Background: an optimization exercise with open tools, aiming at small area and a short achievable clock period. Do not read the settings as production practice.
Only simulation tests tie the RTL to the original design; equivalence was not proved.
Power and IR drop assume default switching activity.

==> design.v <==
module Slice(A, B, din, rA, rD,
             dx,
             aD, aB, aR, aL, aA,
             bD, bB, bR, bA,
             a, an, bn);
input  A, B, din, rA, rD;
input  dx;
input  aD, aB, aR, aL, aA;
input  bD, bB, bR, bA;
output a, an, bn;
wire an1, an2, bn1, bn2;
assign a = A ^ (din & dx);
AOI222 u0(din, aD, B, aB, rA, aR, an1);
AOI22  u1(rD, aL, a, aA, an2);
assign an = ~(an1 & an2);
AOI22  u2(din, bD, B, bB, bn1);
AOI22  u3(rA, bR, a, bA, bn2);
assign bn = ~(bn1 & bn2);
endmodule
module AOI222(a1, a2, b1, b2, c1, c2, y);
input  a1, a2, b1, b2, c1, c2;
output y;
assign y = ~((a1 & a2) | (b1 & b2) | (c1 & c2));
endmodule
module AOI22(a1, a2, b1, b2, y);
input  a1, a2, b1, b2;
output y;
assign y = ~((a1 & a2) | (b1 & b2));
endmodule
module GS(a3,a2,a1,a0,
          b3,b2,b1,b0);
input  a3,a2,a1,a0;
output b3,b2,b1,b0;
wire x23 = a2 ^ a3;
assign b0 = ~(a0 | a1) ^ x23;
assign b1 = (a0 & ~(a1 ^ a2)) ^ x23;
assign b2 = a1 ^ a2 ^ (a3 & (a0 ^ (a1 & ~a2)));
assign b3 = a0 ^ (a3 & (a1 ^ (a0 & a2)));
endmodule
module LDMAC(clk,rst,
             load_s1,load_s2,
             load_k,
             load_m,
             din,
             dout,
             dout_valid,
             done);
input            clk,rst;
input            load_s1,load_s2;
output reg       load_k;
output reg       load_m;
input     [63:0] din;
output    [63:0] dout;
output reg       dout_valid;
output reg       done;
localparam [5:0] F12 = 6'd60;
localparam [5:0] F27 = 6'd5;
reg s2A;     
reg xph;     
reg sw;      
reg pf;      
reg pm;      
reg em;      
reg kb;      
reg kl;      
wire X1  = xph & ~s2A;
wire X2  = xph & s2A;
wire P1  = pm & ~s2A;
wire P2  = pm & s2A;
wire P1F = pf & ~s2A;
wire P2F = pf & s2A;
wire KA1 = kl & ~kb & ~s2A;
wire KA2 = kl & ~kb & s2A;
wire KB1 = kb & ~s2A;
wire KB2 = kb & s2A;
wire E1  = em & ~kb & ~s2A;
wire E2  = em & ~kb & s2A;
wire E1F = sw & ~xph & ~pf & ~s2A;
wire E2F = sw & ~xph & ~pf & s2A;
reg [2:0] blok;
wire bu  = (blok == 3'd7);
wire [5:0] rc;
wire t12 = (r == F12);
wire t27 = (r == F27);
wire lfsr_clr = X2 | KA1 | KA2 | P1F | P2F | E1F | E2F;
wire nX1  = ~rst & (P2F | E2F) | rst;
wire nX2  = ~rst & X1;
wire nP1  = ~rst & ((X2 & ~bu) | (P1 & ~t12));
wire nP1F = ~rst & P1 & t12;
wire nP2  = ~rst & (P1F | (P2 & ~t12));
wire nP2F = ~rst & P2 & t12;
wire nKA1 = ~rst & X2 & bu;
wire nKB1 = ~rst & KA1;
wire nE1  = ~rst & (KB1 | (E1 & ~t27));
wire nE1F = ~rst & E1 & t27;
wire nKA2 = ~rst & E1F;
wire nKB2 = ~rst & KA2;
wire nE2  = ~rst & (KB2 | (E2 & ~t27));
wire nE2F = ~rst & E2 & t27;
wire n2  = nX2 | nP2 | nP2F | nKA2 | nKB2 | nE2 | nE2F;    
wire nsw = nX1 | nX2 | nP1F | nP2F | nE1F | nE2F;          
wire npk = nP1 | nP2 | nKA1 | nKA2;                        
wire nrp = nP1 | nP2 | nKB1 | nKB2 | nE1 | nE2;            
wire nem = nKB1 | nKB2 | nE1 | nE2;                        
wire nsx = nX1 | nX2 | nE1F | nE2F;                        
wire npf = nP1F | nP2F;                                    
reg d1, d2;      
reg w1, w2;      
reg r1, r2;      
reg e1, e2;      
reg h1;          
reg x1, x2;      
reg f1, f2;      
reg q1, q2;      
always @(posedge clk) begin
    d1 <= (nsw & n2) | (npk & ~n2);
    d2 <= (nsw & ~n2) | (npk & n2);
    w1 <= nsw & ~n2;  w2 <= nsw & n2;
    r1 <= nrp & ~n2;  r2 <= nrp & n2;
    e1 <= nem & ~n2;  e2 <= nem & n2;
    h1 <= nsw ^ n2;
    x1 <= nsx & ~n2;  x2 <= nsx & n2;
    f1 <= npf & ~n2;  f2 <= npf & n2;
    q1 <= ~nsw & n2;  q2 <= ~nsw & ~n2;
end
always @(posedge clk) begin
    s2A <= nX2 | nP2 | nP2F | nKA2 | nKB2 | nE2 | nE2F;
    xph <= nX1 | nX2;
    sw  <= nX1 | nX2 | nP1F | nP2F | nE1F | nE2F;
    pf  <= nP1F | nP2F;
    pm  <= nP1 | nP2;
    em  <= nKB1 | nKB2 | nE1 | nE2;
    kb  <= nKB1 | nKB2;
    kl  <= nKA1 | nKB1 | nKA2 | nKB2;
end
always @(posedge clk) begin
    dout_valid <= ~rst & (E1 | E2) & t27;
    done       <= ~rst & E2 & t27;
    load_k     <= ~rst & ((X2 & bu) | KA1 | E1F | KA2);
    load_m     <= X2;
    blok       <= rst ? 3'd0 : blok + {2'd0, X2};
end
reg [5:0] r;
assign rc = {r[4:0], ~(r[5] ^ r[4])};
always @(posedge clk) begin
    r <= lfsr_clr ? 6'd0 : rc;
end
reg  [127:0] k;
wire [127:0] kuo;
assign kuo = {k[17:16], k[31:18], k[11:0], k[15:12], k[127:32]};
always @(posedge clk) begin
    if (kl) k[63:0] <= din;
    else    k[63:0] <= kuo[63:0];
    if (kb) k[127:64] <= k[63:0];
    else    k[127:64] <= kuo[127:64];
end
wire [31:0] kw  = kb ? din[31:0] : k[63:32];
wire [31:0] ck;
assign ck[15:0]  = {16{~em}} | kw[15:0];
assign ck[31:16] = {16{em}} & kw[31:16];
wire nrst = ~rst;
reg  [63:0] A, B;
wire [63:0] a, an, bn, rA, rD;
wire dx = rst | xph;                               
wire aD = rst ? load_s1 : ((load_s1 & d1) | (load_s2 & d2));    
wire aB = nrst & ((w2 & ~load_s1) | (w1 & ~load_s2));        
wire aR = nrst & ((r1 & ~load_s1) | (r2 & ~load_s2));        
wire aL = nrst & ((e1 & load_s1) | (e2 & load_s2));          
wire aA = ~(aD | aB | aR | aL);                              
wire bD = (nrst & h1) ? load_s1 : load_s2;                   
wire bA = nrst & ((x1 & ~load_s1) | (x2 & ~load_s2));        
wire bR = nrst & ((f1 & ~load_s1) | (f2 & ~load_s2));        
wire bB = rst ? ~load_s2 : ((q1 & ~load_s1) | (q2 & ~load_s2));    
wire [63:0] pA, pD;
genvar i, m;
generate
    for (i = 0; i < 16; i = i + 1) begin : g_sb
        wire [3:0] sa, sd;
        GS sbA(A[4*i+3],   A[4*i+2],   A[4*i+1],   A[4*i],   sa[3], sa[2], sa[1], sa[0]);
        GS sbD(din[4*i+3], din[4*i+2], din[4*i+1], din[4*i], sd[3], sd[2], sd[1], sd[0]);
        for (m = 0; m < 4; m = m + 1) begin : g_pm
            assign pA[4*(4*((m-i+16)%4) + i/4) + m] = sa[m];
            assign pD[4*(4*((m-i+16)%4) + i/4) + m] = sd[m];
        end
    end
endgenerate
wire [63:0] cv;
generate
    for (i = 0; i < 16; i = i + 1) begin : g_cv
        assign cv[4*i]   = ck[i];
        assign cv[4*i+1] = ck[16+i];
        assign cv[4*i+2] = 1'b0;
        assign cv[4*i+3] = (i < 6) ? rc[i] : (i == 15);
    end
endgenerate
assign rA = pA ^ cv;
assign rD = pD ^ cv;
generate
    for (i = 0; i < 64; i = i + 1) begin : g_bit
        Slice sl(A[i], B[i], din[i], rA[i], rD[i],
                 dx,
                 aD, aB, aR, aL, aA,
                 bD, bB, bR, bA,
                 a[i], an[i], bn[i]);
    end
endgenerate
always @(posedge clk) begin
    A <= an;
    B <= bn;
end
assign dout = A;
endmodule
==> flow/run.sh <==
#!/bin/bash
set -euo pipefail
export BUFFER_PORTS_ARGS="-buffer_cell sky130_fd_sc_hd__buf_2"
bash standard.sh ABC_LOAD_IN_FF=2 finish > standard_flow.log 2>&1
==> standard.sh <==
#!/bin/bash
# synth_recipe.tcl (not shown) runs the flow's synth.tcl, then flattens the netlist and writes it again
# the make line also repeats each setting of config.mk as NAME=value (left out here)
make -C /OpenROAD-flow-scripts/flow DESIGN_CONFIG=/design/flow/config.mk WORK_HOME=/design/flow/orfs CLKGATE_MAP_FILE= SYNTH_SCRIPT=/design/flow/synth_recipe.tcl "${@:-finish}"
==> config.mk <==
export PLATFORM = sky130hd
export DESIGN_NAME = LDMAC
export DESIGN_NICKNAME = LDMAC
export VERILOG_FILES = /design/flow/design.v
export SDC_FILE = /design/flow/constraint.sdc
export NUM_CORES = 4
export LEC_CHECK = 0
export CAP_MARGIN = 20
export CORE_MARGIN = 2
export CORE_UTILIZATION = 40
export CTS_CLUSTER_DIAMETER = 100
export CTS_CLUSTER_SIZE = 20
export SETUP_SLACK_MARGIN = 3.0
export SLEW_MARGIN = 20
export SYNTH_HIERARCHICAL = 1
export TNS_END_PERCENT = 0
==> constraint.sdc <==
create_clock -name core_clock -period 5.0 [get_ports {clk}]
set_input_delay 1.0000 -clock core_clock [delete_from_list [all_inputs] [get_ports {clk}]]
set_output_delay 1.0000 -clock core_clock [all_outputs]
set_load 0.01 [all_outputs]
==> results of run 1 <==
==> cells in the final DEF (no fill, tap or decap), types with 8 or more instances in the layout <==
cell type  instances
buf_6             11
nand2b_1           8
clkbuf_16         21
inv_1             46
a222oi_1          64
xnor2_1          163
buf_12            14
a22oi_1          194
o21ai_0           32
mux2_2           176
a22o_1            32
dfxtp_4           67
xor2_1           136
nor2_1            48
nand2_1          293
dfxtp_1          225
buf_4            111
buf_2            118
mux2i_1           16
ha_1              38
==> timing repair <==
item,4_1_cts,5_1_grt
gates cloned,7,2
setup endpoints to repair,203,195
setup buffers,16,86
resized for setup,62,127
pin swaps,6,6
==> metrics by stage <==
| stage | utilization, % | cell area [um2] | setup slack [ps] |
|---|---|---|---|
| floorplan | - | 15700 | 1440 |
| global placement | 44.3 | 17100 | 1610 |
| detailed placement | 44.3 | 17100 | 1560 |
| CTS | 46.6 | 18000 | 2800 |
| global route | 49.4 | 19100 | 2910 |
| finish | 49.4 | 19100 | 2930 |
==> area by class of cell <==
type,instances,area (um2)
diodes,1,2.50
clock buffers,21,483
clock inverters,1,8.76
fillers,3574,19600
inverters,47,176
multi-input cells,1257,9710
flip-flops and latches,292,6100
well taps,518,648
repair buffers,261,1960
==> cells in the mapped netlist, drive strengths merged <==
| cell type | n | area [um2] |
|---|---|---|
| nand3 | 2 | 10.0 |
| o32ai | 1 | 27.5 |
| ha | 38 | 475 |
| nand4 | 1 | 6.26 |
| nor2b | 3 | 18.8 |
| nand2b | 11 | 68.8 |
| mux2 | 176 | 1980 |
| nor3 | 2 | 10.0 |
| or2 | 3 | 18.8 |
| or2b | 1 | 7.51 |
| and4 | 1 | 8.76 |
| xnor2 | 163 | 1430 |
| o31a | 2 | 17.5 |
| a41oi | 1 | 8.76 |
| a22o | 32 | 280 |
| nand4b | 1 | 8.76 |
| nor2 | 49 | 184 |
| o2111ai | 1 | 8.76 |
| a21boi | 1 | 7.51 |
| o21ai | 35 | 175 |
| inv | 47 | 176 |
| buf | 25 | 129 |
| mux2i | 16 | 160 |
| nand2 | 294 | 1100 |
| a222oi | 64 | 641 |
| xor2 | 138 | 1210 |
| a311o | 1 | 10.0 |
| and2 | 7 | 45.1 |
| a22oi | 195 | 1460 |
| dfxtp | 292 | 5850 |
| a21oi | 6 | 30.0 |
| a31o | 1 | 8.76 |
| clkbuf | 1 | 3.75 |
| a221oi | 1 | 15.0 |
| nor4 | 4 | 25.0 |
| or4 | 1 | 11.3 |
==> registers in the layout, indices dropped and copies added (netlist names), 3 cells and up <==
| register | flops |
|---|---|
| k | 128 |
| r | 6 |
| B | 64 |
| blok | 3 |
| A | 64 |
==> per-module statistics from Yosys (local to each module, per instance) <==
module | copies in the design | cell area [um2] | cells inside
AOI222 | 64 | 10.0 | 1
GS | 32 | 96.3 | 13
LDMAC | 1 | 9180 | 689
AOI22 | 192 | 7.51 | 1
Slice | 64 | 20.0 | 4
==> report_power, final <==
part	total (mW)	switching (mW)	internal, mW
Sequential	4.46	0.900	3.56
Clock	1.52	0.827	0.688
Combinational	6.49	3.45	3.04
==> cell families after synthesis <==
| logic type | share of synthesized area (%) |
|---|---|
| xor+xnor | 16.9 |
| fa+ha+maj | 3.04 |
| compound gates | 17.2 |
| buf+inv | 1.98 |
| flops | 37.4 |
| mux | 13.7 |
| simple gates | 9.77 |
==> metal layers <==
metal / share of wire [%] / up-vias
li1: - / 6396
met1: 43 / 6892
met2: 46 / 738
met3: 8.2 / 96
met4: 3.0 / 0
met5: 0 / -
==> final timing paths <==
| check | startpoint | cells past startpoint | endpoint | slack (ps) |
|---|---|---|---|---|
| worst max register to register | kb | 6 | A[28] | 2950 |
| worst min-delay path | k[96] | 1 | k[64] | 440 |
| worst max-delay path | A[7] | 1 | dout[7] | 2930 |
| worst min register to register | k[96] | 1 | k[64] | 440 |
==> results_dict.tcl, run 1 <==
set metrics [dict create \
    outcome "complete, no violations" \
    cp_slowest_cell "dfxtp_4" \
    p_per_area_nw_per_um2 653 \
    cp-start-kind "flop" \
    dpl.cell_count 2264 \
    die-area_um2 40700 \
    min_period_ps 2070 \
    gp_congestion 0.852 \
    setup_violations 0 \
    worst_pin_slew_ps 750 \
    netlist_area_um2 15600 \
    avgSynthCellArea_um2 9.67 \
    path_cells "buf_2" \
    vias 14100 \
    first_iter_violations 1813 \
    drtPass1Iterations 9 \
    fmax_mhz 482 \
    cp_top_family "flip-flops" \
    arrival_ps 1070 \
    finalNetCount 1983 \
    cts_tree "done" \
    ys_seq_area_share_pct 37.4 \
    grt_pass1_wl_um 83300 \
    wirelength_um 57600 \
    via_per_inst 5.89 \
    synthToLayoutAreaGrowth_pct 22.1 \
    cts_htree_levels 1 \
    grt.busiest_layer "met2" \
    netlist_instances 1617 \
    tns_ps 0 \
    clk_pin_slew_worst_paths_ps 90 \
    fp.dieW_um 202 \
    max_stage_delay_ps 410 \
    die_y_um 202 \
    grt_pass1_vias 13000 \
    use_met2_pct 43.4 \
    crit_path_max_fanout 6 \
    place_hpwl_um 35300 \
    synth_warnings 7 \
    cts_sinks 292 \
    peakVddDrop_v 0.000298 \
    slew_viol_final 0 \
    syn_nets 1723 \
    cts-root-buf "clkbuf_16" \
    numCtsBuffers 18 \
    period_share_pct 41.5 \
    clockBufferDepth 3 \
    relSlewSlack_pct 50.0 \
    fin_skew_ps 33.1 \
    hold_violations 0 \
    portBuffers 135 \
    overflow 0 \
    drc 0 \
    hold_slack_ps 443 \
    top_level_ports 136 \
    met3_usage_pct 3.66 \
    rows 72 \
    core_um2 38600 \
    cp_data_required_time_ps 4000 \
    cp.buffers_inverters 1 \
    power_mw 12.5 \
    rsz0062_at_grt "true" \
    p_leak_nw 7.95 \
    antenna_found_initial 1 \
    ys_types 43 \
    clock_latency_ps 530 \
    initial_utilization_pct 40.4 \
    synth-seq-cells 292 \
    drv_cap 0 \
    setup.worst_path.class "flop to output pin" \
    instances_no_fill 2398 \
    cts.hold.buffers_added 0 \
    cp-end-kind "output pin" \
    use_met1_pct 37.0 \
    grtUsageTotal_pct 26.6 \
    ant_nets 0 \
    hp-class "flop to flop" \
    grt_max_degree 65 \
    drive_gt1_share_pct 29.4 \
    wl_per_cell_um 24.0 \
]
==> inputs of run 2 (changes only) <==
--- a/config.mk
+++ b/config.mk
@@ -11,5 +11,5 @@
 export CTS_CLUSTER_DIAMETER = 100
 export CTS_CLUSTER_SIZE = 20
-export SETUP_SLACK_MARGIN = 3.0
+export SETUP_SLACK_MARGIN = 2.8
 export SLEW_MARGIN = 20
 export SYNTH_HIERARCHICAL = 1
==> results_dict.tcl, run 2 <==
set metrics [dict create \
    drv_cap 0 \
    synth-simple-area-share_pct 9.77 \
    synth_adder_area_share_pct 3.04 \
    drc 0 \
    cts_htree_levels 1 \
    grt_pass1_vias 13000 \
    hp-class "flop to flop" \
    cts-root-buf "clkbuf_16" \
    cts_tree "done" \
    p_leak_nw 7.39 \
    synth.most_common_cell "nand2_1" \
    synth_top_area_share_pct 37.4 \
    gp_congestion 0.852 \
    final_cell_mix "nand2_1 (294), dfxtp_1 (288), a22oi_1 (195), mux2_2 (176), xnor2_1 (163)" \
    ant_nets 0 \
    grtUsageTotal_pct 26.1 \
    final_common_cell "nand2_1" \
    hold_slack_ps 440 \
    cts_sinks 292 \
    synth_warnings 7 \
    die-area_um2 40700 \
    grt_pass1_wl_um 82100 \
    p_clk_share_pct 13.0 \
    netlist_area_um2 15600 \
    reg.largest.list "k (128), A (64), B (64)" \
    power_frac_seq_pct 38.5 \
    power.internal_mw 6.63 \
    cp_top_family "flip-flops" \
    ys_seq_area_share_pct 37.4 \
    rsz0062_at_grt "true" \
    initial_utilization_pct 40.4 \
    cp.buffers_inverters 1 \
    synth-seq-cells 292 \
    synth_compound_area_share_pct 17.2 \
    path_cells "buf_2" \
    r2r-start "kb" \
    top_level_ports 136 \
    synthArstFlopShare_pct 0 \
    r2r_slack_ps 2830 \
    drtPass1Iterations 14 \
    antenna_found_initial 1 \
    synthToLayoutAreaGrowth_pct 14.5 \
    min_period_ps 2340 \
    portBuffers 135 \
    p_per_area_nw_per_um2 651 \
    synth_area_leaders "dfxtp_1 (37%), mux2_2 (13%), a22oi_1 (9.4%)" \
    yosysTopAreaCell "dfxtp_1" \
    timing.rr.end "A[28]" \
    outcome "complete, no violations" \
    finalNetCount 1892 \
    overflow 0 \
    hold_violations 0 \
    fmax_mhz 428 \
    yosys.area_share.xor_xnor_pct 16.9 \
    avgSynthCellArea_um2 9.67 \
    cp_slowest_cell "dfxtp_1" \
    grt_max_degree 68 \
    clock_latency_ps 530 \
    fin_skew_ps 31.8 \
    crit_path_max_fanout 6 \
    tns_ps 0 \
    setup.worst_path.class "flop to output pin" \
    numCtsBuffers 18 \
    top_register "k" \
    netlist_instances 1617 \
    slew_viol_final 0 \
    muxShareOfSynthArea_pct 13.7 \
    largest_register_ffs 128 \
    reg2reg_depth 6 \
    first_iter_violations 1665 \
    ys_types 43 \
    min_delay_path_depth 1 \
    arrival_ps 1340 \
    syn_nets 1723 \
    cp-end-kind "output pin" \
    critPathLaunch "A[46]" \
    fillers 3655 \
    peakVddDrop_v 0.000295 \
    cp-start-kind "flop" \
    relSlewSlack_pct 28.9 \
    clockBufferDepth 3 \
    hold_path_end "k[64]" \
    setup_violations 0 \
    synth_top_family_by_area "compound AO/OA/AOI/OAI gates" \
    drive_gt1_share_pct 21.9 \
    p_sw_share_pct 43.0 \
    vias 13600 \
    synth_common_cells "nand2_1 (294), dfxtp_1 (292), a22oi_1 (195)" \
    synth_edf_count 0 \
    core_um2 38600 \
    via_per_inst 5.88 \
    p_switching_mw 5.01 \
    synth_ff_type "dfxtp_1" \
    cp_data_required_time_ps 4000 \
    fp.dieW_um 202 \
    wirelength_um 55500 \
    period_share_pct 46.7 \
    pwr-share-comb_pct 48.4 \
    worst_pin_slew_ps 1070 \
    die_y_um 202 \
    max_stage_delay_ps 590 \
    min_from "k[96]" \
    place_hpwl_um 35300 \
    rows 72 \
    clk_pin_slew_worst_paths_ps 90 \
    wl_per_cell_um 24.0 \
]
## run 2: cell counts after synthesis
No cell type changed its count.
## run 2: how the worst max path moves through the flow
| stage | endpoint | slack (ps) | cells after the start |
|---|---|---|---|
| global route | B[39] | 2630 | 7 |
| floorplan | A[0] | 1440 | 6 |
| CTS | dout[51] | 2660 | 1 |
| detailed placement | B[3] | 1560 | 7 |
| global placement | B[8] | 1610 | 7 |
| finish | dout[46] | 2660 | 1 |
## run 2: final cells by class
| class | count | area (um2) | area share, % |
|---|---|---|---|
| Timing Repair Buffer | 170 | 1110 | 6.19 |
| Multi-Input combinational cell | 1257 | 9620 | 53.7 |
| Sequential cell | 292 | 5860 | 32.7 |
| Tap cell | 518 | 648 | 3.62 |
| Clock buffer | 21 | 483 | 2.70 |
| Inverter | 47 | 176 | 0.986 |
| Antenna cell | 1 | 2.50 | 0.0140 |
| Clock inverter | 1 | 8.76 | 0.0489 |
## run 2: per-module statistics from Yosys, one instance, submodules excluded
module  flops+latches  cell area [um2]  copies in the design  cells
AOI222              0             10.0                    64      1
LDMAC             292             9180                     1    689
Slice               0             20.0                    64      4
GS                  0             96.3                    32     13
AOI22               0             7.51                   192      1
## run 2: worst register-to-register path, stage by stage, from the launching register on
cell	delay, ps
dfxtp_4	560
buf_12	350
mux2i_1	360
nand2_1	190
xor2_1	210
a222oi_1	310
nand2_1	90
## run 2: repair_timing
item                                    4_1_cts  5_1_grt
pin swaps                                     4        3
gates cloned                                  4        1
hold buffers                                  0        0
setup buffers                                10        5
endpoints found under the setup margin      177      192
gates resized for setup                       7        7
## run 2: cell families (layout without fill, tap and decap cells)
logic type               after synthesis  after routing
multiplexers                         192            192
AND/OR/NAND/NOR                      380            381
buffers and inverters                 73            239
flip-flops                           292            292
adder cells (fa/ha/maj)               38             38
other                                  0              1
AO/OA/AOI/OAI                        341            345
XOR/XNOR                             301            301
## run 2: power by group through the flow
stage	logic, mW	clock network (mW)	registers [mW]
global placement	5.32	0	4.51
floorplan	3.89	0	4.21
CTS	5.51	1.53	4.49
finish	5.64	1.52	4.49
detailed placement	5.42	0	4.54
global route	6.10	1.61	4.62
## run 2: stage by stage
stage / setup WS, ps / total power [mW] / std cells / area [um2] / utilization [%]
after floorplan: 1440 / 8.10 / 1617 / 15700 / -
after detailed placement: 1560 / 9.95 / 2264 / 17100 / 44.3
after global routing: 2630 / 12.3 / 2307 / 17900 / 46.3
after global placement: 1610 / 9.82 / 2264 / 17100 / 44.3
final: 2660 / 11.6 / 2307 / 17900 / 46.3
after CTS: 2660 / 11.5 / 2300 / 17800 / 46.0
## run 2: metal layers
layer  global-route usage, %  part of all wire (%)  up-vias
met5                       0                     0        -
met4                    8.48                   3.7        0
met3                    3.77                   8.4      108
met2                    41.8                    45      661
met1                    36.1                    43     6584
li1                        -                     -     6205
==> inputs of run 3 (changes only) <==
--- a/config.mk
+++ b/config.mk
@@ -8,8 +8,8 @@
 export CAP_MARGIN = 20
 export CORE_MARGIN = 2
-export CORE_UTILIZATION = 40
+export CORE_UTILIZATION = 30
 export CTS_CLUSTER_DIAMETER = 100
 export CTS_CLUSTER_SIZE = 20
-export SETUP_SLACK_MARGIN = 2.8
+export SETUP_SLACK_MARGIN = 3.0
 export SLEW_MARGIN = 20
 export SYNTH_HIERARCHICAL = 1
==> results_dict.tcl, run 3 <==
set metrics [dict create \
    fp.dieW_um 232 \
    fillers 5151 \
    grtUsageTotal_pct 20.4 \
    synth_common_cells "nand2_1 (294), dfxtp_1 (292), a22oi_1 (195)" \
    hp-class "flop to flop" \
    netlist_instances 1617 \
    drtPass1Iterations 9 \
    multiInputGateArea_um2 9660 \
    ant_nets 0 \
    via_per_inst 5.52 \
    cts_sinks 292 \
    portBuffers 135 \
    cts-root-buf "clkbuf_16" \
    reg2reg_depth 7 \
    synth_warnings 7 \
    cp_slowest_cell "buf_8" \
    fin_skew_ps 20.2 \
    power_frac_seq_pct 33.7 \
    avgSynthCellArea_um2 9.67 \
    gp_congestion 0.815 \
    hold_slack_ps 456 \
    final_common_cell "nand2_1" \
    rows 83 \
    relSlewSlack_pct 49.4 \
    worst_pin_slew_ps 758 \
    first_iter_violations 1734 \
    numCtsBuffers 18 \
    synthToLayoutAreaGrowth_pct 22.2 \
    setup_violations 0 \
    p_clk_share_pct 12.4 \
    clock_latency_ps 520 \
    setup.worst_path.class "primary input to flop" \
    wirelength_um 58500 \
    netlist_area_um2 15600 \
    min_delay_path_depth 1 \
    r2r-start "A[29]" \
    cp_top_family "buffers and inverters" \
    top_register "k" \
    pwr-share-comb_pct 53.9 \
    grt_pass1_vias 13400 \
    grt_max_degree 68 \
    drc 0 \
    antenna_found_initial 6 \
    vias 14000 \
    drv_cap 0 \
    grt_pass1_wl_um 84900 \
    die_y_um 232 \
    clk_pin_slew_worst_paths_ps 90 \
    place_hpwl_um 35900 \
    wl_met3_um 4690 \
    p_sw_share_pct 41.4 \
    synth_ff_type "dfxtp_1" \
    path_cells "buf_2 -> nand2b_1 -> a21oi_4 -> buf_8 -> a222oi_1 -> nand2_1" \
    outcome "complete, no violations" \
    synth_top_area_share_pct 37.4 \
    seq_area_um2 6090 \
    peakVddDrop_v 0.000252 \
    min_from "k[70]" \
    synth-seq-cells 292 \
    p_switching_mw 5.24 \
    p_per_area_nw_per_um2 662 \
    overflow 0 \
    max_stage_delay_ps 500 \
    cp.buffers_inverters 2 \
    rsz0062_at_grt "true" \
    wl_per_cell_um 23.1 \
    tns_ps 0 \
    cp_data_required_time_ps 5460 \
    timing.rr.end "A[37]" \
    cts_tree "done" \
    synthArstFlopShare_pct 0 \
    final_cell_mix "nand2_1 (294), dfxtp_1 (226), a22oi_1 (194), mux2_2 (176), xnor2_1 (163)" \
    reg.largest.list "k (128), A (64), B (64)" \
    syn_nets 1723 \
    clockBufferDepth 3 \
    drive_gt1_share_pct 28.5 \
    cp-start-kind "primary input" \
    yosysTopAreaCell "dfxtp_1" \
    synth.most_common_cell "nand2_1" \
    core_um2 51400 \
    cp-end-kind "flop" \
    met2_length_um 27000 \
    highest-signal-layer "met5" \
    crit_path_max_fanout 64 \
    synth_area_leaders "dfxtp_1 (37%), mux2_2 (13%), a22oi_1 (9.4%)" \
    p_leak_nw 7.82 \
    largest_register_ffs 128 \
    min_period_ps 2040 \
    cts_htree_levels 1 \
    die-area_um2 53900 \
    ys_types 43 \
    finalNetCount 1954 \
    synth_edf_count 0 \
    top_level_ports 136 \
    slew_viol_final 0 \
    arrival_ps 2500 \
    hold_path_end "k[38]" \
    power.internal_mw 7.41 \
    ys_seq_area_share_pct 37.4 \
    hold_violations 0 \
    met1_length_um 24900 \
    initial_utilization_pct 30.4 \
    r2r_slack_ps 3010 \
    period_share_pct 40.7 \
    fmax_mhz 491 \
]
[run 3: repair_timing]
| item | CTS | global route |
|---|---|---|
| gates cloned | 1 | 3 |
| gates resized for setup | 165 | 57 |
| hold buffers | 0 | 0 |
| setup buffers | 53 | 29 |
| endpoints found under the setup margin | 216 | 200 |
| pin swaps | 1 | 2 |
[run 3: Yosys stat by module, one instance, submodules excluded]
module  flip-flops and latches  area [um2]  cells inside  copies in the design
LDMAC                      292        9180           689                     1
GS                           0        96.3            13                    32
Slice                        0        20.0             4                    64
AOI222                       0        10.0             1                    64
AOI22                        0        7.51             1                   192
[run 3: stage by stage]
| step | std cells | util (%) | setup slack, ps | instance area [um2] | total power [mW] |
|---|---|---|---|---|---|
| 6_report | 2532 | 37.1 | 2960 | 19100 | 12.6 |
| 4_1_cts | 2499 | 36.2 | 2930 | 18600 | 12.2 |
| 5_1_grt | 2532 | 37.1 | 2910 | 19100 | 13.4 |
| 3_3_place_gp | 2422 | 33.6 | 1840 | 17200 | 9.85 |
| 3_5_place_dp | 2422 | 33.6 | 1780 | 17200 | 10.0 |
| 2_1_floorplan | 1617 | - | 1440 | 15700 | 8.10 |
[run 3: kinds of logic (layout without fill, tap and decap cells)]
logic type / count (synthesis) / after routing / share of synthesized area (%)
simple gates: 380 / 382 / 9.77
xor+xnor: 301 / 301 / 16.9
other cells: 0 / 1 / 0
mux: 192 / 192 / 13.7
flops: 292 / 292 / 37.4
fa+ha+maj: 38 / 38 / 3.04
buf+inv: 73 / 305 / 1.98
compound gates: 341 / 341 / 17.2
[run 3: worst max-delay path by stage]
stage / start / cells after the start / to / slack (ps)
finish: load_s2 / 6 / A[40] / 2960
global route: rst / 7 / A[32] / 2910
CTS: A[58] / 1 / dout[58] / 2930
detailed placement: rst / 7 / A[32] / 1780
global placement: rst / 7 / A[11] / 1840
floorplan: rst / 6 / A[0] / 1440
[run 3: power by group through the flow]
stage	clock network, mW	registers, mW	logic [mW]
CTS	1.60	4.30	6.33
floorplan	0	4.21	3.89
finish	1.57	4.26	6.82
global route	1.67	4.37	7.33
detailed placement	0	4.48	5.55
global placement	0	4.43	5.42
[run 3: layout make-up]
cell class / instances / share of cell area (%)
diodes: 1 / 0.0131
clock buffers: 22 / 2.65
clock inverters: 1 / 0.157
inverters: 47 / 0.924
multi-input cells: 1254 / 50.6
flip-flops and latches: 292 / 31.9
well taps: 680 / 4.46
repair buffers: 235 / 9.34
[run 3: per-layer routing]
| layer | GRT usage, % | vias to the layer above |
|---|---|---|
| li1 | - | 6317 |
| met1 | 27.6 | 6900 |
| met2 | 33.4 | 653 |
| met3 | 3.41 | 90 |
| met4 | 5.85 | 8 |
| met5 | 0 | - |
[run 3: worst reg2reg max path: cells and delay by family (launching register included)]
kind | cells | cell delay, ps
buf+inv | 1 | 140
compound gates | 1 | 370
simple gates | 2 | 200
flops | 1 | 360
xor+xnor | 2 | 500
fa+ha+maj | 1 | 320
==> inputs of run 4 (changes only) <==
--- a/config.mk
+++ b/config.mk
@@ -8,7 +8,8 @@
 export CAP_MARGIN = 20
 export CORE_MARGIN = 2
-export CORE_UTILIZATION = 30
+export CORE_UTILIZATION = 35
 export CTS_CLUSTER_DIAMETER = 100
 export CTS_CLUSTER_SIZE = 20
+export PLACE_DENSITY = 0.5
 export SETUP_SLACK_MARGIN = 3.0
 export SLEW_MARGIN = 20
==> results_dict.tcl, run 4 <==
set metrics [dict create \
    die_y_um 215 \
    pwr-share-comb_pct 51.2 \
    setup.worst_path.class "flop to output pin" \
    drc 0 \
    critPathLaunch "A[57]" \
    multiInputGateArea_um2 9630 \
    cp_top_family "flip-flops" \
    crit_end "dout[57]" \
    first_iter_violations 1506 \
    wl_per_cell_um 24.2 \
    power.internal_mw 7.21 \
    worst_pin_slew_ps 759 \
    gp_congestion 0.820 \
    r2r-start "kb" \
    p_switching_mw 5.15 \
    synth_area_leaders "dfxtp_1 (37%), mux2_2 (13%), a22oi_1 (9.4%)" \
    slew_viol_final 0 \
    synth_common_cells "nand2_1 (294), dfxtp_1 (292), a22oi_1 (195)" \
    overflow 0 \
    netlist_area_um2 15600 \
    hp-class "flop to flop" \
    finalNetCount 1957 \
    relSlewSlack_pct 49.4 \
    min_period_ps 2090 \
    largest_register_ffs 128 \
    p_sw_share_pct 41.7 \
    grtUsageTotal_pct 24.0 \
    cts_sinks 292 \
    pre_cts_slack_ps 1730 \
    reg.largest.list "k (128), A (64), B (64)" \
    p_leak_nw 7.83 \
    max_stage_delay_ps 420 \
    portBuffers 135 \
    synthArstFlopShare_pct 0 \
    cts.hold.buffers_added 0 \
    fin_ws_ps 2910 \
    final_common_cell "nand2_1" \
    drv_cap 0 \
    timing.rr.end "A[52]" \
    cp_slowest_cell "dfxtp_4" \
    avgSynthCellArea_um2 9.67 \
    dpl_cell_area_um2 17200 \
    cts-root-buf "clkbuf_16" \
    numCtsBuffers 18 \
    grt_max_degree 65 \
    fin_skew_ps 30.0 \
    antenna_found_initial 0 \
    rows 77 \
    synth_warnings 7 \
    fillers 4430 \
    power_frac_seq_pct 36.4 \
    syn_nets 1723 \
    crit_path_max_fanout 6 \
    cts_htree_levels 1 \
    path_depth 1 \
    outcome "complete, no violations" \
    peakVddDrop_v 0.000249 \
    cp_data_required_time_ps 4000 \
    reg2reg_depth 6 \
    clk_pin_slew_worst_paths_ps 100 \
    wirelength_um 59300 \
    cts_tree "done" \
    place_hpwl_um 36700 \
    period_share_pct 41.7 \
    clockBufferDepth 3 \
    cp.buffers_inverters 1 \
    seq_area_um2 6090 \
    path_cells "buf_2" \
    drtPass1Iterations 9 \
    netlist_instances 1617 \
    cp-end-kind "output pin" \
    initial_utilization_pct 35.4 \
    core_um2 44100 \
    synth_edf_count 0 \
    arrival_ps 1090 \
    hold_violations 0 \
    drive_gt1_share_pct 28.4 \
    r2r_slack_ps 2960 \
    instances_no_fill 2445 \
    ys_types 43 \
    top_level_ports 136 \
    grt_pass1_vias 13200 \
    tns_ps 0 \
    grt_pass1_wl_um 85600 \
    top_register "k" \
    synth_ff_type "dfxtp_1" \
    clock_latency_ps 540 \
    cp-start-kind "flop" \
    vias 13700 \
    n_antenna_cell 0 \
    p_per_area_nw_per_um2 652 \
    finalInstanceArea_um2 19000 \
    fp.dieW_um 215 \
    synth_top_area_share_pct 37.4 \
    via_per_inst 5.62 \
    dpl.cell_count 2338 \
    die-area_um2 46400 \
    ant_nets 0 \
    synth-seq-cells 292 \
    hold_slack_ps 445 \
    synth.most_common_cell "nand2_1" \
    rsz0062_at_grt "true" \
    final_cell_mix "nand2_1 (294), dfxtp_1 (226), a22oi_1 (193), mux2_2 (176), xnor2_1 (163)" \
    yosysTopAreaCell "dfxtp_1" \
    setup_violations 0 \
    p_clk_share_pct 12.4 \
    synthToLayoutAreaGrowth_pct 21.3 \
    ys_seq_area_share_pct 37.4 \
    fmax_mhz 479 \
]
## run 4: changes by cell type in the layout (fill, tap and decap cells not counted), sizes merged
cell,previous run,this run
bufinv,1,0
clkbuf,26,28
diode,1,0
a21oi,6,7
clkinv,0,1
or2,5,4
## run 4: metal layers
layer  GRT usage (%)  wire length, um  share of wire [%]  vias to the layer above
li1                -                -                  -                     6332
met1            32.9            26800                 45                     6802
met2            39.6            27600                 47                      526
met3            2.92             3350                5.6                       77
met4            6.99             1550                2.6                        0
met5               0                0                  0                        -
## run 4: logic make-up (layout without fill, tap and decap cells)
logic type,after synthesis,count (layout),share of synthesized area (%)
AND/OR/NAND/NOR,380,381,9.77
AO/OA/AOI/OAI,341,342,17.2
XOR/XNOR,301,301,16.9
flip-flops,292,292,37.4
multiplexers,192,192,13.7
buffers and inverters,73,307,1.98
adder cells (fa/ha/maj),38,38,3.04
## run 4: cell type report
cell class / count / area share, %
clock inverters: 1 / 0.0462
flip-flops and latches: 292 / 32.1
well taps: 592 / 3.91
multi-input cells: 1254 / 50.8
repair buffers: 238 / 9.56
inverters: 47 / 0.931
clock buffers: 21 / 2.60
## run 4: worst min-delay path by stage
stage | depth (start not counted) | end | slack, ps | startpoint
after floorplan | 1 | k[60] | 430 | k[92]
after global placement | 1 | k[56] | 440 | k[88]
after detailed placement | 1 | k[45] | 440 | k[77]
after CTS | 1 | k[83] | 450 | k[115]
after global routing | 1 | k[83] | 460 | k[115]
final | 1 | k[83] | 440 | k[115]
## run 4: power groups by stage
stage	clock [mW]	sequential (mW)	combinational, mW
2_1_floorplan	0	4.21	3.89
3_3_place_gp	0	4.55	5.40
3_5_place_dp	0	4.57	5.47
4_1_cts	1.58	4.58	5.62
5_1_grt	1.66	4.62	6.84
6_report	1.53	4.49	6.33
## run 4: timing repair
action / CTS / global route
buffers inserted: 10 / 67
endpoints found under the setup margin: 207 / 200
cloned: 3 / 5
resized for setup: 76 / 98
pin swaps: 4 / 5
## run 4: per-module statistics from Yosys (local to each module, per instance)
module  times used  cell area, um2
GS              32            96.3
Slice           64            20.0
AOI22          192            7.51
AOI222          64            10.0
LDMAC            1            9180
## run 4: per-stage QoR
| stage | util (%) | power, mW |
|---|---|---|
| final | 43.0 | 12.4 |
| after global routing | 43.0 | 13.1 |
| after CTS | 40.8 | 11.8 |
| after detailed placement | 39.0 | 10.0 |
| after global placement | 39.0 | 9.94 |
| after floorplan | - | 8.10 |
==> inputs of run 5 (changes only) <==
==> flow/run.sh (replaced) <==
#!/bin/bash
set -euo pipefail
export BUFFER_PORTS_ARGS="-buffer_cell sky130_fd_sc_hd__buf_2"
bash standard.sh ABC_LOAD_IN_FF=3 finish > standard_flow.log 2>&1
--- a/config.mk
+++ b/config.mk
@@ -11,5 +11,4 @@
 export CTS_CLUSTER_DIAMETER = 100
 export CTS_CLUSTER_SIZE = 20
-export PLACE_DENSITY = 0.5
 export SETUP_SLACK_MARGIN = 3.0
 export SLEW_MARGIN = 20
==> results_dict.tcl, run 5 <==
set metrics [dict create \
    outcome "complete, no violations" \
    grtUsageTotal_pct 23.7 \
    fp.dieW_um 215 \
    fmax_mhz 486 \
    hp-class "flop to flop" \
    top_register "k" \
    synth.most_common_cell "nand2_1" \
    wirelength_um 58500 \
    initial_utilization_pct 35.4 \
    ys_seq_area_share_pct 37.4 \
    synth_warnings 7 \
    cts.hold.buffers_added 0 \
    crit_path_max_fanout 64 \
    synth_ff_type "dfxtp_1" \
    min_delay_path_depth 1 \
    syn_nets 1723 \
    ys_types 41 \
    place_hpwl_um 35700 \
    cp-start-kind "primary input" \
    portBuffers 135 \
    reg.largest.list "k (128), A (64), B (64)" \
    finalNetCount 1981 \
    drv_cap 0 \
    antenna_found_initial 1 \
    critPathLaunch "load_s1" \
    setup_violations 0 \
    die-area_um2 46400 \
    rows 77 \
    ant_nets 0 \
    clockBufferDepth 3 \
    final_cell_mix "nand2_1 (293), dfxtp_1 (225), a22oi_1 (194), mux2_2 (176), xnor2_1 (162)" \
    min_from "k[76]" \
    numCtsBuffers 18 \
    synth-seq-cells 292 \
    cp-end-kind "flop" \
    grt_pass1_wl_um 85400 \
    clk_pin_slew_worst_paths_ps 90 \
    wl_per_cell_um 23.7 \
    rsz0062_at_grt "true" \
    synth_area_leaders "dfxtp_1 (37%), mux2_2 (13%), a22oi_1 (9.4%)" \
    clock_latency_ps 530 \
    tns_ps 0 \
    synth_edf_count 0 \
    relSlewSlack_pct 51.7 \
    synthToLayoutAreaGrowth_pct 22.9 \
    synth_common_cells "nand2_1 (294), dfxtp_1 (292), a22oi_1 (195)" \
    slew_viol_final 0 \
    vias 14100 \
    hold_slack_ps 456 \
    hold_violations 0 \
    core_um2 44100 \
    die_y_um 215 \
    cp_data_required_time_ps 5450 \
    netlist_area_um2 15600 \
    setup.worst_path.class "primary input to flop" \
    cts_tree "done" \
    n_antenna_cell 0 \
    overflow 0 \
    synthArstFlopShare_pct 0 \
    synth_top_area_share_pct 37.4 \
    r2r-start "kb" \
    top_level_ports 136 \
    peakVddDrop_v 0.000201 \
    fin_skew_ps 25.2 \
    avgSynthCellArea_um2 9.67 \
    largest_register_ffs 128 \
    gp_congestion 0.831 \
    p_leak_nw 7.97 \
    arrival_ps 2510 \
    period_share_pct 41.1 \
    reg2reg_depth 7 \
    final_common_cell "nand2_1" \
    first_iter_violations 1760 \
    netlist_instances 1617 \
    drtPass1Iterations 9 \
    p_per_area_nw_per_um2 655 \
    drive_gt1_share_pct 29.5 \
    yosysTopAreaCell "dfxtp_1" \
    cts_htree_levels 1 \
    min_period_ps 2060 \
    grt_pass1_vias 13200 \
    drc 0 \
    worst_pin_slew_ps 724 \
    cts_sinks 292 \
    grt_max_degree 65 \
    cts-root-buf "clkbuf_16" \
    via_per_inst 5.72 \
]
-- run 5: cell types whose count changed in the layout (fill, tap and decap cells not counted), sizes merged --
cell,before,now
a21oi,7,6
nor2,49,50
bufbuf,0,1
inv,47,48
or2,4,3
buf,231,253
-- run 5: critical path, stage by stage --
cell and delay, ps:
clkbuf_4 170, nand2b_1 190, a21oi_4 230, clkbuf_8 500
a222oi_1 160, nand2_1 120
-- run 5: path summary, 6_finish.rpt --
| kind | to | slack (ps) |
|---|---|---|
| setup reg to reg | A[41] | 2970 |
| hold / removal | k[44] | 460 |
| hold reg to reg | k[44] | 460 |
| setup / recovery | A[26] | 2940 |
-- run 5: layout make-up --
type	instances	area (um2)
clock buffer	19	454
tap	592	741
clock inverter	2	25.0
timing repair buffer	263	2060
inverter	47	176
fill	4298	24900
multi-input combinational	1253	9650
sequential	292	6090
-- run 5: timing repair --
action | in CTS | in global routing
resized for setup | 157 | 39
hold endpoints to repair | 0 | 0
gates cloned | 3 | 6
endpoints found under the setup margin | 251 | 178
pin swaps | 5 | 6
setup buffers | 40 | 60
-- run 5: through the flow --
step / utilization [%] / setup WS (ps) / total power [mW] / cell area, um2 / instances
2_1_floorplan: - / 1440 / 8.10 / 15700 / 1617
3_3_place_gp: 38.9 / 1840 / 9.79 / 17200 / 2337
3_5_place_dp: 39.0 / 1780 / 9.94 / 17200 / 2338
4_1_cts: 41.8 / 2910 / 12.0 / 18400 / 2402
5_1_grt: 43.5 / 2910 / 13.3 / 19200 / 2468
6_report: 43.5 / 2940 / 12.6 / 19200 / 2468
-- run 5: logic make-up after synthesis --
kind of cell               count (synthesis)  synth area share, %
AOI/OAI and AO/OA                        341                 17.2
xor gates and xnor gates                 301                 16.9
adders and majority gates                 38                 3.04
buffers and inverters                     73                 1.98
DFF                                      292                 37.4
muxes                                    192                 13.7
and+or+nand+nor                          380                 9.77
-- run 5: layer usage --
metal,vias to the layer above,routed length [um],track usage [%]
met2,755,26400,38.1
li1,6370,-,-
met5,-,16,0
met4,2,1980,7.52
met3,106,5480,4.63
met1,6872,24600,32.1
-- run 5: where the power goes --
part           leakage (nW)  total, mW  internal [mW]  switching [mW]
sequential             2.48       4.34           3.56           0.787
clock                 0.234       1.49          0.658           0.829
combinational          5.26       6.75           3.14            3.61
total                  7.97       12.6           7.35            5.23
-- run 5: Yosys stat by module (local to each module, per instance) --
| module | copies in the design | flops+latches | cell area [um2] |
|---|---|---|---|
| LDMAC | 1 | 292 | 9180 |
| GS | 32 | 0 | 96.3 |
| AOI222 | 64 | 0 | 10.0 |
| AOI22 | 192 | 0 | 7.51 |
| Slice | 64 | 0 | 20.0 |
==> inputs of run 6 (changes only) <==
==> flow/run.sh (replaced) <==
#!/bin/bash
set -euo pipefail
export BUFFER_PORTS_ARGS="-buffer_cell sky130_fd_sc_hd__buf_2"
bash standard.sh ABC_LOAD_IN_FF=2 finish > standard_flow.log 2>&1
--- a/config.mk
+++ b/config.mk
@@ -14,3 +14,3 @@
 export SLEW_MARGIN = 20
 export SYNTH_HIERARCHICAL = 1
-export TNS_END_PERCENT = 0
+export TNS_END_PERCENT = 2
==> results_dict.tcl, run 6 <==
set metrics [dict create \
    fillers 4397 \
    muxShareOfSynthArea_pct 13.7 \
    core_um2 44100 \
    fmax_mhz 472 \
    final_cell_mix "nand2_1 (294), dfxtp_1 (226), a22oi_1 (194), mux2_2 (176), xnor2_1 (163)" \
    rsz0062_at_grt "true" \
    numCtsBuffers 18 \
    grt_pass1_wl_um 83500 \
    antenna_found_initial 1 \
    slew_viol_final 0 \
    synth.most_common_cell "nand2_1" \
    instances_no_fill 2415 \
    synth_top_family_by_area "compound AO/OA/AOI/OAI gates" \
    hold_violations 0 \
    syn_nets 1723 \
    top_level_ports 136 \
    worst_pin_slew_ps 1020 \
    die_y_um 215 \
    cp_slowest_cell "a21oi_2" \
    peakVddDrop_v 0.000218 \
    ys_types 43 \
    grtUsageTotal_pct 23.1 \
    final_common_cell "nand2_1" \
    synthArstFlopShare_pct 0 \
    setup_violations 0 \
    finalNetCount 1927 \
    place_hpwl_um 36400 \
    synth-simple-area-share_pct 9.77 \
    overflow 0 \
    avgSynthCellArea_um2 9.67 \
    fin_ws_ps 2880 \
    period_share_pct 42.4 \
    largest_register_ffs 128 \
    tns_ps 0 \
    via_per_inst 5.70 \
    n_antenna_cell 0 \
    synth_top_area_share_pct 37.4 \
    cp_data_required_time_ps 5480 \
    drive_gt1_share_pct 27.2 \
    setup.worst_path.class "primary input to flop" \
    dpl.cell_count 2338 \
    fp.dieW_um 215 \
    hp-class "flop to flop" \
    synth_warnings 7 \
    synth_compound_area_share_pct 17.2 \
    synthToLayoutAreaGrowth_pct 19.3 \
    grt_pass1_vias 13300 \
    cts-root-buf "clkbuf_16" \
    wl_per_cell_um 23.2 \
    clock_latency_ps 540 \
    outcome "complete, no violations" \
    pre_cts_slack_ps 1770 \
    portBuffers 135 \
    grt_max_degree 67 \
    hold_slack_ps 449 \
    fin_skew_ps 34.3 \
    seq_area_um2 6080 \
    netlist_area_um2 15600 \
    relSlewSlack_pct 32.1 \
    first_iter_violations 1638 \
    initial_utilization_pct 35.4 \
    ant_nets 0 \
    multiInputGateArea_um2 9630 \
    cts_htree_levels 1 \
    drtPass1Iterations 12 \
    final_util_pct 42.2 \
    arrival_ps 2600 \
    top_register "k" \
    crit_path_max_fanout 14 \
    clk_pin_slew_worst_paths_ps 90 \
    synth-seq-cells 292 \
    max_stage_delay_ps 850 \
    synth_area_leaders "dfxtp_1 (37%), mux2_2 (13%), a22oi_1 (9.4%)" \
    vias 13800 \
    wirelength_um 56000 \
    synth_ff_type "dfxtp_1" \
    p_leak_nw 7.65 \
    gp_congestion 0.831 \
    yosys.area_share.xor_xnor_pct 16.9 \
    drc 0 \
    cts_tree "done" \
    cts.hold.buffers_added 0 \
    ys_seq_area_share_pct 37.4 \
    rows 77 \
    yosysTopAreaCell "dfxtp_1" \
    synth_adder_area_share_pct 3.04 \
    synth_common_cells "nand2_1 (294), dfxtp_1 (292), a22oi_1 (195)" \
    path_cells "clkbuf_4 -> nand2b_1 -> a21oi_2 -> a22oi_1 -> nand2_1" \
    min_period_ps 2120 \
    p_per_area_nw_per_um2 653 \
    synth_edf_count 0 \
    clockBufferDepth 3 \
    cp-start-kind "primary input" \
    netlist_instances 1617 \
    die-area_um2 46400 \
    cp-end-kind "flop" \
    cts_sinks 292 \
    reg.largest.list "k (128), A (64), B (64)" \
    drv_cap 0 \
]
[run 6: cell count changes in the layout (fill, tap and decap cells not counted), moves of 4 or more]
cell,change
buf_12,-4
buf_2,+9
buf_4,-49
buf_6,-9
buf_8,+4
dfxtp_2,+4
dfxtp_4,-5
[run 6: Yosys stat by module (local to each module, per instance)]
module | times used | cells
AOI22 | 192 | 1
LDMAC | 1 | 689
GS | 32 | 13
Slice | 64 | 4
AOI222 | 64 | 1
[run 6: area by class of cell]
| cell class | instances | area share (%) |
|---|---|---|
| multi-input cells | 1253 | 51.7 |
| flip-flops and latches | 292 | 32.6 |
| repair buffers | 209 | 7.93 |
| well taps | 592 | 3.97 |
| clock buffers | 19 | 2.44 |
| inverters | 47 | 0.946 |
| clock inverters | 3 | 0.409 |
[run 6: worst paths after layout]
check	endpoint	slack, ps	startpoint	depth (start not counted)
max	B[45]	2880	load_s2	5
min	k[32]	450	k[64]	1
max reg2reg	A[16]	3010	kb	6
min reg2reg	k[32]	450	k[64]	1
[run 6: through the flow]
stage                     instance area, um2  power (mW)
after floorplan                        15700        8.10
after global placement                 17200        9.82
after detailed placement               17200        9.98
after CTS                              18000        11.7
after global routing                   18600        12.9
final                                  18600        12.2
[run 6: what timing repair did]
action,in CTS,in global routing
endpoints found under the setup margin,198,197
setup buffers,9,42
pin swaps,4,6
gates cloned,1,3
resized for setup,97,77
[run 6: report_power, final]
part           internal (mW)  switching, mW  leakage, nW
clock network          0.760          0.830        0.258
logic                   2.79           3.29         4.91
registers               3.56          0.951         2.48
total                   7.11           5.07         7.65
[run 6: cells by family (layout without fill, tap and decap cells)]
family | Yosys count | in the layout
fa+ha+maj | 38 | 38
simple gates | 380 | 380
flops | 292 | 292
mux | 192 | 192
compound gates | 341 | 342
buf+inv | 73 | 278
xor+xnor | 301 | 301
[run 6: critical path: cells and delay by family]
kind,cells,cell delay (ps)
AOI/OAI and AO/OA,2,1060
and+or+nand+nor,2,360
buffers and inverters,1,170
[run 6: layer usage]
| metal | part of all wire, % | vias up | track usage (%) | wire [um] |
|---|---|---|---|---|
| li1 | - | 6265 | - | - |
| met2 | 47 | 615 | 38.0 | 26000 |
| met1 | 43 | 6816 | 30.9 | 23900 |
| met4 | 3.0 | 0 | 6.83 | 1690 |
| met5 | 0 | - | 0 | 0 |
| met3 | 7.8 | 75 | 4.02 | 4360 |
==> inputs of run 7 (changes only) <==
--- a/config.mk
+++ b/config.mk
@@ -14,3 +14,3 @@
 export SLEW_MARGIN = 20
 export SYNTH_HIERARCHICAL = 1
-export TNS_END_PERCENT = 2
+export TNS_END_PERCENT = 0
==> results_dict.tcl, run 7 <==
set metrics [dict create \
    cts_htree_levels 1 \
    wirelength_um 54400 \
    cts.hold.buffers_added 0 \
    fp.dieW_um 215 \
    via_per_inst 5.66 \
    cp_slowest_cell "dfxtp_4" \
    clock_latency_ps 540 \
    final_cell_mix "nand2_1 (294), dfxtp_1 (226), a22oi_1 (195), mux2_2 (176), xnor2_1 (163)" \
    antenna_found_initial 4 \
    rows 77 \
    cp_common_cell "nand2_1" \
    cp-end-kind "flop" \
    top_level_ports 136 \
    die-area_um2 46400 \
    min_period_ps 2120 \
    ys_seq_area_share_pct 37.4 \
    synthArstFlopShare_pct 0 \
    drc 0 \
    hold_violations 0 \
    drv_cap 0 \
    path_cells "buf_8 -> mux2i_1 -> nand2_1 -> xor2_1 -> a222oi_1 -> nand2_1" \
    hp-class "flop to flop" \
    fmax_mhz 471 \
    peakVddDrop_v 0.000202 \
    grt_pass1_wl_um 81600 \
    relSlewSlack_pct 35.8 \
    outcome "complete, no violations" \
    grtUsageTotal_pct 22.6 \
    ys_types 43 \
    numCtsBuffers 18 \
    cts_tree "done" \
    setup_violations 0 \
    grt_pass1_vias 13300 \
    clk_pin_slew_worst_paths_ps 90 \
    syn_nets 1723 \
    cp-start-kind "flop" \
    cp_data_required_time_ps 5410 \
    gp_congestion 0.830 \
    cp.buffers_inverters 1 \
    grt_max_degree 65 \
    cts-root-buf "clkbuf_16" \
    finalNetCount 1886 \
    largest_register_ffs 128 \
    synth-seq-cells 292 \
    tns_ps 0 \
    p_leak_nw 7.38 \
    synth.most_common_cell "nand2_1" \
    core_um2 44100 \
    die_y_um 215 \
    drtPass1Iterations 10 \
    vias 13500 \
    fin_skew_ps 27.5 \
    instances_no_fill 2376 \
    slew_viol_final 0 \
    synth_ff_type "dfxtp_1" \
    crit_path_max_fanout 27 \
    portBuffers 135 \
    worst_pin_slew_ps 963 \
    synth_top_area_share_pct 37.4 \
    top_register "k" \
    drive_gt1_share_pct 25.3 \
    synth_common_cells "nand2_1 (294), dfxtp_1 (292), a22oi_1 (195)" \
    first_iter_violations 1664 \
    cts_sinks 292 \
    avgSynthCellArea_um2 9.67 \
    cp_top_family "flip-flops" \
    period_share_pct 42.4 \
    initial_utilization_pct 35.4 \
    clockBufferDepth 3 \
    netlist_instances 1617 \
    wl_per_cell_um 22.9 \
    max_stage_delay_ps 510 \
    place_hpwl_um 34400 \
    arrival_ps 2530 \
    setup.worst_path.class "flop to flop" \
    p_per_area_nw_per_um2 651 \
    netlist_area_um2 15600 \
    dpl.cell_count 2334 \
    overflow 0 \
    synth_edf_count 0 \
    rsz0062_at_grt "true" \
    ant_nets 0 \
    reg.largest.list "k (128), A (64), B (64)" \
    synth_warnings 7 \
    yosysTopAreaCell "dfxtp_1" \
    synthToLayoutAreaGrowth_pct 15.8 \
    synth_area_leaders "dfxtp_1 (37%), mux2_2 (13%), a22oi_1 (9.4%)" \
    final_common_cell "nand2_1" \
]
==> run 7: area by class of cell <==
cell class	count	area, um2
Clock inverter	3	28.8
Timing Repair Buffer	168	1080
Inverter	47	176
Sequential cell	292	6020
Multi-Input combinational cell	1253	9600
Antenna cell	2	5.00
Tap cell	592	741
Fill cell	4421	26000
Clock buffer	19	454
==> run 7: cells by family after synthesis <==
kind of cell / Yosys count / synth area share, %
AOI/OAI and AO/OA: 341 / 17.2
xor gates and xnor gates: 301 / 16.9
adders and majority gates: 38 / 3.04
buffers and inverters: 73 / 1.98
DFF: 292 / 37.4
muxes: 192 / 13.7
and+or+nand+nor: 380 / 9.77
==> run 7: what timing repair did <==
item,in CTS,in global routing
gates resized for setup,118,8
setup endpoints to repair,196,198
pin swaps,1,1
hold endpoints to repair,0,0
gates cloned,1,1
buffers inserted,13,3
==> run 7: worst paths after layout <==
kind	startpoint	end	slack, ps	cells past startpoint
max	kb	A[52]	2880	6
min reg2reg	k[71]	k[39]	440	1
max reg2reg	kb	A[52]	2880	6
min	k[71]	k[39]	440	1
==> run 7: where the power goes <==
group          switching, mW  internal (mW)
Combinational           3.19           2.60
Clock                  0.849          0.658
Sequential             0.974           3.51
==> run 7: through the flow <==
stage	power, mW	utilization [%]	hold WS, ps	area, um2	setup slack [ps]
2_1_floorplan	8.10	-	434	15700	1440
3_3_place_gp	9.79	38.9	436	17200	1850
3_5_place_dp	9.94	38.9	441	17200	1750
4_1_cts	11.7	40.9	451	18000	2880
5_1_grt	12.5	41.0	457	18100	2840
6_report	11.8	41.0	443	18100	2880
==> run 7: Yosys stat by module, one instance, submodules excluded <==
module / cells inside / times used / area (um2) / flops+latches
AOI222: 1 / 64 / 10.0 / 0
Slice: 4 / 64 / 20.0 / 0
AOI22: 1 / 192 / 7.51 / 0
GS: 13 / 32 / 96.3 / 0
LDMAC: 689 / 1 / 9180 / 292
==> run 7: per-layer routing <==
| layer | GRT usage (%) | share of wire, % | up-vias |
|---|---|---|---|
| met5 | 0 | 0.055 | - |
| met1 | 30.2 | 43 | 6555 |
| met3 | 4.12 | 7.8 | 82 |
| met4 | 8.18 | 2.9 | 4 |
| li1 | - | - | 6194 |
| met2 | 36.4 | 46 | 625 |
==> inputs of run 8 (changes only) <==
--- a/config.mk
+++ b/config.mk
@@ -11,5 +11,5 @@
 export CTS_CLUSTER_DIAMETER = 100
 export CTS_CLUSTER_SIZE = 20
-export SETUP_SLACK_MARGIN = 3.0
+export SETUP_SLACK_MARGIN = 2.9
 export SLEW_MARGIN = 20
 export SYNTH_HIERARCHICAL = 1
==> results_dict.tcl, run 8 <==
set metrics [dict create \
    cts_sinks 292 \
    overflow 0 \
    wirelength_um 54100 \
    drv_cap 0 \
    ant_nets 0 \
    first_iter_violations 1613 \
    die_y_um 215 \
    grt_pass1_wl_um 81000 \
    r2r-start "kb" \
    grtUsageTotal_pct 22.3 \
    final_common_cell "nand2_1" \
    worst_pin_slew_ps 966 \
    setup.worst_path.class "primary input to flop" \
    grt_max_degree 65 \
    synth_ff_type "dfxtp_1" \
    synth.most_common_cell "nand2_1" \
    ys_types 43 \
    syn_nets 1723 \
    critPathLaunch "rst" \
    netlist_instances 1617 \
    gp_congestion 0.830 \
    grt_pass1_vias 13200 \
    arrival_ps 2610 \
    initial_utilization_pct 35.4 \
    outcome "complete, no violations" \
    avgSynthCellArea_um2 9.67 \
    hold_slack_ps 443 \
    wl_per_cell_um 22.8 \
    slew_viol_final 0 \
    min_from "k[71]" \
    cts.hold.buffers_added 0 \
    pre_cts_slack_ps 1750 \
    fp.dieW_um 215 \
    synth_warnings 7 \
    cts_tree "done" \
    power_mw 11.7 \
    tns_ps 0 \
    drtPass1Iterations 10 \
    min_period_ps 2140 \
    p_leak_nw 7.33 \
    numCtsBuffers 18 \
    netlist_area_um2 15600 \
    relSlewSlack_pct 35.6 \
    fmax_mhz 467 \
    top_register "k" \
    p_per_area_nw_per_um2 648 \
    synth-seq-cells 292 \
    r2r_slack_ps 2900 \
    hp-class "flop to flop" \
    portBuffers 135 \
    cts-root-buf "clkbuf_16" \
    drive_gt1_share_pct 24.9 \
    synth_edf_count 0 \
    clk_pin_slew_worst_paths_ps 90 \
    setup_violations 0 \
    synth_top_area_share_pct 37.4 \
    core_um2 44100 \
    crit_end "B[20]" \
    reg.largest.list "k (128), A (64), B (64)" \
    cp-end-kind "flop" \
    die-area_um2 46400 \
    synthArstFlopShare_pct 0 \
    peakVddDrop_v 0.000202 \
    timing.rr.end "A[52]" \
    drc 0 \
    synth_common_cells "nand2_1 (294), dfxtp_1 (292), a22oi_1 (195)" \
    synthToLayoutAreaGrowth_pct 15.2 \
    ys_seq_area_share_pct 37.4 \
    fin_skew_ps 34.6 \
    largest_register_ffs 128 \
    antenna_found_initial 3 \
    rsz0062_at_grt "true" \
    vias 13500 \
    multiInputGateArea_um2 9610 \
    hold_violations 0 \
    synth_area_leaders "dfxtp_1 (37%), mux2_2 (13%), a22oi_1 (9.4%)" \
    fillers 4424 \
    cp_data_required_time_ps 5470 \
    rows 77 \
    finalNetCount 1877 \
    cts_htree_levels 1 \
    place_hpwl_um 34400 \
    yosysTopAreaCell "dfxtp_1" \
    clockBufferDepth 3 \
    period_share_pct 42.8 \
    final_cell_mix "nand2_1 (294), dfxtp_1 (226), a22oi_1 (195), mux2_2 (176), xnor2_1 (163)" \
    top_level_ports 136 \
    seq_area_um2 5980 \
    cp-start-kind "primary input" \
    via_per_inst 5.69 \
    fin_ws_ps 2860 \
    clock_latency_ps 550 \
    crit_path_max_fanout 41 \
    reg2reg_depth 6 \
]
==> run 8: cell type report <==
class                      count  share of cell area [%]
antenna                        1                  0.0139
sequential                   292                    33.2
timing repair buffer         159                    5.62
tap                          592                    4.11
clock buffer                  19                    2.52
clock inverter                 3                   0.160
multi-input combinational   1253                    53.4
inverter                      47                   0.980
==> run 8: cells by family (layout without fill, tap and decap cells) <==
group / count (synthesis) / after routing / synth area share (%)
and+or+nand+nor: 380 / 380 / 9.77
AOI/OAI and AO/OA: 341 / 342 / 17.2
xor gates and xnor gates: 301 / 301 / 16.9
DFF: 292 / 292 / 37.4
muxes: 192 / 192 / 13.7
buffers and inverters: 73 / 228 / 1.98
adders and majority gates: 38 / 38 / 3.04
other: 0 / 1 / 0
==> run 8: stage by stage <==
stage                     utilization, %  std cells  cell area, um2
final                               40.8       2366           18000
after global routing                40.8       2366           18000
after CTS                           40.5       2361           17900
after detailed placement            38.9       2334           17200
after global placement              38.9       2333           17200
after floorplan                        -       1617           15700
==> run 8: worst max-delay path, cell delays in order <==
cell      delay, ps
buf_6           240
inv_1           220
a21boi_2        250
a31o_4          290
buf_12          280
a22oi_1         170
nand2_1         100
==> run 8: layer usage <==
metal | up-vias | wire length, um | GRT usage [%]
li1 | 6180 | - | -
met1 | 6562 | 23100 | 29.9
met2 | 632 | 24600 | 36.0
met3 | 89 | 4620 | 4.08
met4 | 4 | 1720 | 8.14
met5 | - | 30 | 0
==> run 8: where the power goes <==
part / internal [mW] / switching, mW / leakage (nW)
logic: 2.55 / 3.09 / 4.63
clock network: 0.658 / 0.848 / 0.234
registers: 3.49 / 1.03 / 2.47
total: 6.70 / 4.98 / 7.33
==> run 8: Yosys stat by module, one instance, submodules excluded <==
module	cell area [um2]	flip-flops and latches	cells	times used
LDMAC	9180	292	689	1
GS	96.3	0	13	32
Slice	20.0	0	4	64
AOI222	10.0	0	1	64
AOI22	7.51	0	1	192
==> run 8: how the worst min path moves through the flow <==
| stage | end | slack (ps) | cells past startpoint |
|---|---|---|---|
| finish | k[39] | 440 | 1 |
| global placement | k[80] | 440 | 1 |
| global route | k[39] | 460 | 1 |
| floorplan | k[60] | 430 | 1 |
| CTS | k[39] | 450 | 1 |
| detailed placement | k[71] | 440 | 1 |
==> run 8: timing repair <==
| item | CTS | global route |
|---|---|---|
| setup buffers | 4 | 3 |
| gates resized for setup | 72 | 39 |
| setup endpoints to repair | 194 | 193 |
| pin swaps | 1 | 1 |
| gates cloned | 1 | 1 |

[what the ideal ports hide]
In the flow no input, the clock included, has a driving cell. The finished layouts below were timed again as built, in two steps.
Step 1 sets driving cells, clkbuf_16 on the clock port and buf_2 on the other inputs (assumed; they add their load-dependent delay and slew).
Step 2 adds t to the input delays and takes it off the output delays; t is the mean of the earliest and latest rising clock arrival at the registers after step 1. Input paths then give back, and output paths get back, about the clock's delay inside the block.
Slacks: ideal ports / drivers / drivers and shift; pairs: ideal ports / drivers.
run	shift t [ns]	slack for setup (ns)	hold slack, ns
run 1	0.570	2.925 / 2.869 / 2.393	0.443 / 0.443 / 0.443
run 2	0.570	2.664 / 2.608 / 2.149	0.440 / 0.440 / 0.440
run 3	0.572	2.963 / 2.908 / 2.416	0.456 / 0.456 / 0.456
run 4	0.577	2.914 / 2.859 / 2.395	0.445 / 0.445 / 0.445
run 5	0.573	2.943 / 2.890 / 2.399	0.456 / 0.456 / 0.456
run 6	0.575	2.881 / 2.857 / 2.339	0.449 / 0.449 / 0.449
run 7	0.583	2.879 / 2.833 / 2.340	0.443 / 0.443 / 0.443
run 8	0.583	2.860 / 2.814 / 2.296	0.443 / 0.443 / 0.443
After both steps every run listed still meets setup and hold. For run 8, which loses most, drivers alone change the setup slack by -0.046 ns; drivers and shift together by -0.564 ns.
